From an optimization exercise on the open Yosys and OpenROAD flow, aimed at small area and few clock cycles per item; shortcuts taken in it are not production practice. Function was checked by simulation only, so behaviour that the tests miss may differ from the original. Power and IR drop assume default switching activity.

Design RSA_TOP, start of the top module:
module RSA_TOP (
    clk, rst_n, in_valid,
    in_p, in_q, in_e, in_c,
    out_valid, out_m
);
For scale: about 530 cells after synthesis, about 12 flip-flops.
Settings: LEC_CHECK=0, ABC_AREA=1, CAP_MARGIN=20, CORE_MARGIN=2, CORE_UTILIZATION=75, CTS_BUF_LIST=sky130_fd_sc_hd__clkbuf_4, SLEW_MARGIN=20; clock period 90.0 ns.
standard.sh (not shown) runs the stock make flow with config.mk's settings and CLKGATE_MAP_FILE= SYNTH_SCRIPT=/design/flow/synth_recipe.tcl, a recipe that flattens the netlist after the stock synthesis.
==> flow/flow/run.sh <==
#!/bin/bash
# Layout flow: the standard ORFS flow (standard.sh), with these changes:
#  - synthesis maps with an area-oriented ABC script (flow/abc_area.script)
#    instead of ORFS's delay-oriented one; everything else in synthesis,
#    including the register mapping and naming, is the standard synthesis;
#  - yosys's full/half-adder extraction is skipped (ADDER_MAP_FILE empty), so
#    ABC maps all of the logic;
#  - port buffers use sky130_fd_sc_hd__buf_1.
# ORFS's scripts are copied unchanged into ./scripts_local except for
# abc_area.script. Each tool's output goes to the ORFS logs under orfs/logs;
# make's own output goes to ./flow_make.log.
set -euo pipefail
W=$(pwd)
rm -rf "$W/scripts_local"
cp -r "$FLOW_HOME/scripts" "$W/scripts_local"
chmod -R u+w "$W/scripts_local"
cp "$W/flow/abc_area.script" "$W/scripts_local/abc_area.script"
bash "$W/standard.sh" "SCRIPTS_DIR=$W/scripts_local" "ADDER_MAP_FILE=" \
  "BUFFER_PORTS_ARGS=-buffer_cell sky130_fd_sc_hd__buf_1" finish > "$W/flow_make.log" 2>&1
==> flow/flow/abc_area.script <==
strash
dch
amap -F 300 -A 300 -E 0
strash
dch
amap -F 300 -A 300 -E 0
topo
The baseline went through all stages and came out clean.
Testbench counts at the start, summed over its fixed seeds: cycles 2,560, items 2,560.
==> next run, changes <==
==> flow/flow/abc_area.script (replaced) <==
strash
ifraig
dch -f
amap
strash
ifraig
dch -f
amap -F 300 -A 300 -E 0
topo
After rerunning: Cell count stays flat; total power goes up by about a fifth; via count grows slightly; non-clock buffer count does not change; fmax grows slightly.

========
== before ==
RSA_TOP, a different RTL version from the one above (not shown whole).
For scale: ~12 flip-flops, ~36 I/O pins.
// RSA_TOP
module RSA_TOP (
    clk, rst_n, in_valid,
    in_p, in_q, in_e, in_c,
    out_valid, out_m
);
export LEC_CHECK = 0
export ABC_AREA = 1
export CAP_MARGIN = 20
export CORE_MARGIN = 2
export CORE_UTILIZATION = 60
export SLEW_MARGIN = 20
create_clock -name core_clock -period 90.0 [get_ports {clk}]
run.sh (not shown) runs the stock make flow with config.mk's settings and CLKGATE_MAP_FILE= SYNTH_SCRIPT=/design/flow/synth_recipe.tcl, a recipe that flattens the netlist after the stock synthesis.
Stock flow here: none of the scripts above is used.
before: no failed stages, no open violations at the end
Testbench counts of before, summed over its fixed seeds: cycles 2,560, items 2,560.
--- input diff before..after ---
Settings: a change of CORE_UTILIZATION from 60 to 75; an added CTS_BUF_LIST of sky130_fd_sc_hd__clkbuf_4.
==> flow/flow/run.sh (new file) <==
#!/bin/bash
# Layout flow: the standard ORFS flow (standard.sh), with two changes:
#  - synthesis maps with an area-oriented ABC script (flow/abc_area.script)
#    instead of ORFS's delay-oriented one; everything else in synthesis,
#    including the register mapping and naming, is the standard synthesis;
#  - yosys's full/half-adder extraction is skipped (ADDER_MAP_FILE empty), so
#    ABC maps all of the logic;
#  - port buffers use sky130_fd_sc_hd__buf_1.
# ORFS's scripts are copied unchanged into ./scripts_local except for
# abc_area.script. Each tool's output goes to the ORFS logs under orfs/logs;
# make's own output goes to ./flow_make.log.
set -euo pipefail
W=$(pwd)
rm -rf "$W/scripts_local"
cp -r "$FLOW_HOME/scripts" "$W/scripts_local"
chmod -R u+w "$W/scripts_local"
cp "$W/flow/abc_area.script" "$W/scripts_local/abc_area.script"
bash "$W/standard.sh" "SCRIPTS_DIR=$W/scripts_local" "ADDER_MAP_FILE=" \
  "BUFFER_PORTS_ARGS=-buffer_cell sky130_fd_sc_hd__buf_1" finish > "$W/flow_make.log" 2>&1
==> flow/flow/abc_area.script (new file) <==
strash
ifraig
dch -f
amap -F 100 -A 100
topo
==> flow/standard.sh (new file) <==
#!/bin/bash
# synth_recipe.tcl (not shown) runs the flow's synth.tcl, then flattens the netlist and writes it again
# the make line also repeats each setting of config.mk as NAME=value (left out here)
make -C /OpenROAD-flow-scripts/flow DESIGN_CONFIG=/design/flow/config.mk WORK_HOME=/design/flow/orfs CLKGATE_MAP_FILE= SYNTH_SCRIPT=/design/flow/synth_recipe.tcl "${@:-finish}"
removed: flow/run.sh
==> comparison <==
Sort before and after by clock-cell share of area, descending, and before comes first.
after — global-route met2 utilization 13 points higher, before as reference
Changes observed in after relative to before: number of cells traversed by the worst register-to-register path moved up; final critical delay including setup and external delays moved up; power moved down.
Across before and after, the outcome is the same: a clean finish for every run.

========
RSA_TOP again, from the RTL that the note above started with.
Settings: LEC_CHECK=0, ABC_AREA=1, CAP_MARGIN=20, CORE_MARGIN=2, CORE_UTILIZATION=65, SLEW_MARGIN=20; clock period 90.0 ns.
standard.sh (not shown) runs the stock make flow with config.mk's settings and CLKGATE_MAP_FILE= SYNTH_SCRIPT=/design/flow/synth_recipe.tcl, a recipe that flattens the netlist after the stock synthesis.
==> flow/flow/run.sh <==
#!/bin/bash
# Layout flow: the standard ORFS flow (standard.sh), with two changes:
#  - synthesis maps with an area-oriented ABC script (flow/abc_area.script)
#    instead of ORFS's delay-oriented one; everything else in synthesis,
#    including the register mapping and naming, is the standard synthesis;
#  - port buffers use sky130_fd_sc_hd__buf_1.
# ORFS's scripts are copied unchanged into ./scripts_local except for
# abc_area.script. Each tool's output goes to the ORFS logs under orfs/logs;
# make's own output goes to ./flow_make.log.
set -euo pipefail
W=$(pwd)
rm -rf "$W/scripts_local"
cp -r "$FLOW_HOME/scripts" "$W/scripts_local"
chmod -R u+w "$W/scripts_local"
cp "$W/flow/abc_area.script" "$W/scripts_local/abc_area.script"
bash "$W/standard.sh" "SCRIPTS_DIR=$W/scripts_local" \
  "BUFFER_PORTS_ARGS=-buffer_cell sky130_fd_sc_hd__buf_1" finish > "$W/flow_make.log" 2>&1
==> flow/flow/abc_area.script <==
strash
dch -f
amap
topo
The baseline finished with timing, DRC and antenna clean.
Testbench counts at the start, summed over its fixed seeds: cycles 2,560, items 2,560.
==> next run, changes <==
==> flow/flow/run.sh (replaced) <==
#!/bin/bash
# Layout flow: the standard ORFS flow (standard.sh), with these changes:
#  - synthesis maps with an area-oriented ABC script (flow/abc_area.script)
#    instead of ORFS's delay-oriented one; everything else in synthesis,
#    including the register mapping and naming, is the standard synthesis;
#  - yosys's full/half-adder extraction is skipped (ADDER_MAP_FILE empty), so
#    ABC maps all of the logic;
#  - port buffers use sky130_fd_sc_hd__buf_1.
# ORFS's scripts are copied unchanged into ./scripts_local except for
# abc_area.script. Each tool's output goes to the ORFS logs under orfs/logs;
# make's own output goes to ./flow_make.log.
set -euo pipefail
W=$(pwd)
rm -rf "$W/scripts_local"
cp -r "$FLOW_HOME/scripts" "$W/scripts_local"
chmod -R u+w "$W/scripts_local"
cp "$W/flow/abc_area.script" "$W/scripts_local/abc_area.script"
bash "$W/standard.sh" "SCRIPTS_DIR=$W/scripts_local" "ADDER_MAP_FILE=" \
  "BUFFER_PORTS_ARGS=-buffer_cell sky130_fd_sc_hd__buf_1" finish > "$W/flow_make.log" 2>&1
==> flow/flow/abc_area.script (replaced) <==
strash
ifraig
dch -f
amap -F 100 -A 100
topo
CORE_UTILIZATION = 75   (was 65)
CTS_BUF_LIST = sky130_fd_sc_hd__clkbuf_4   (was default)
The changed run produced a clean layout.
Wire length is lower by 0.92%.
Sequential power is lower by 3.4%.
Via count is higher by 7.1%.
Flip-flop and latch count is unchanged.
Register-to-register slack improved by 0.06 ns.
Worst setup slack got worse by 0.29 ns.

separate check: timing with driven ports:
How much do the figures lean on ideal ports? The routed layouts below were timed once more, with nothing changed but the port constraints.
Step 1 sets driving cells, clkbuf_16 on the clock port and buf_2 on the other inputs (assumed; they add their load-dependent delay and slew).
Step 2 adds t to the input delays and takes it off the output delays; t is the mean of the earliest and latest rising clock arrival at the registers after step 1. Input paths then give back, and output paths get back, about the clock's delay inside the block.
a / b / c = ideal ports / drivers / drivers and shift; a / b = the first two.
run | t, ns | slack for setup (ns) | hold slack, ns | worst register clock-pin slew, ns | pins driven straight from the clock port
the first run of note 1 | 0.310 | 41.357 / 41.335 / 41.335 | 0.528 / 0.528 / 0.528 | 0.08 / 0.08 | 1
the second run of note 1 | 0.293 | 41.533 / 41.510 / 41.510 | 0.519 / 0.519 / 0.519 | 0.08 / 0.08 | 1
before | 0.272 | 43.805 / 43.781 / 43.781 | 0.501 / 0.501 / 0.501 | 0.06 / 0.06 | 1
after | 0.291 | 39.896 / 39.869 / 39.869 | 0.471 / 0.471 / 0.471 | 0.08 / 0.08 | 1
the first run of note 3 | 0.256 | 40.190 / 40.162 / 40.162 | 0.459 / 0.459 / 0.459 | 0.05 / 0.05 | 1
the second run of note 3 | 0.291 | 39.896 / 39.869 / 39.869 | 0.471 / 0.471 / 0.471 | 0.08 / 0.08 | 1
After both steps setup and hold are still met in every run listed. The setup slack of the first run of note 3, which loses most, moves by -0.028 ns with the drivers and by -0.028 ns with both steps.
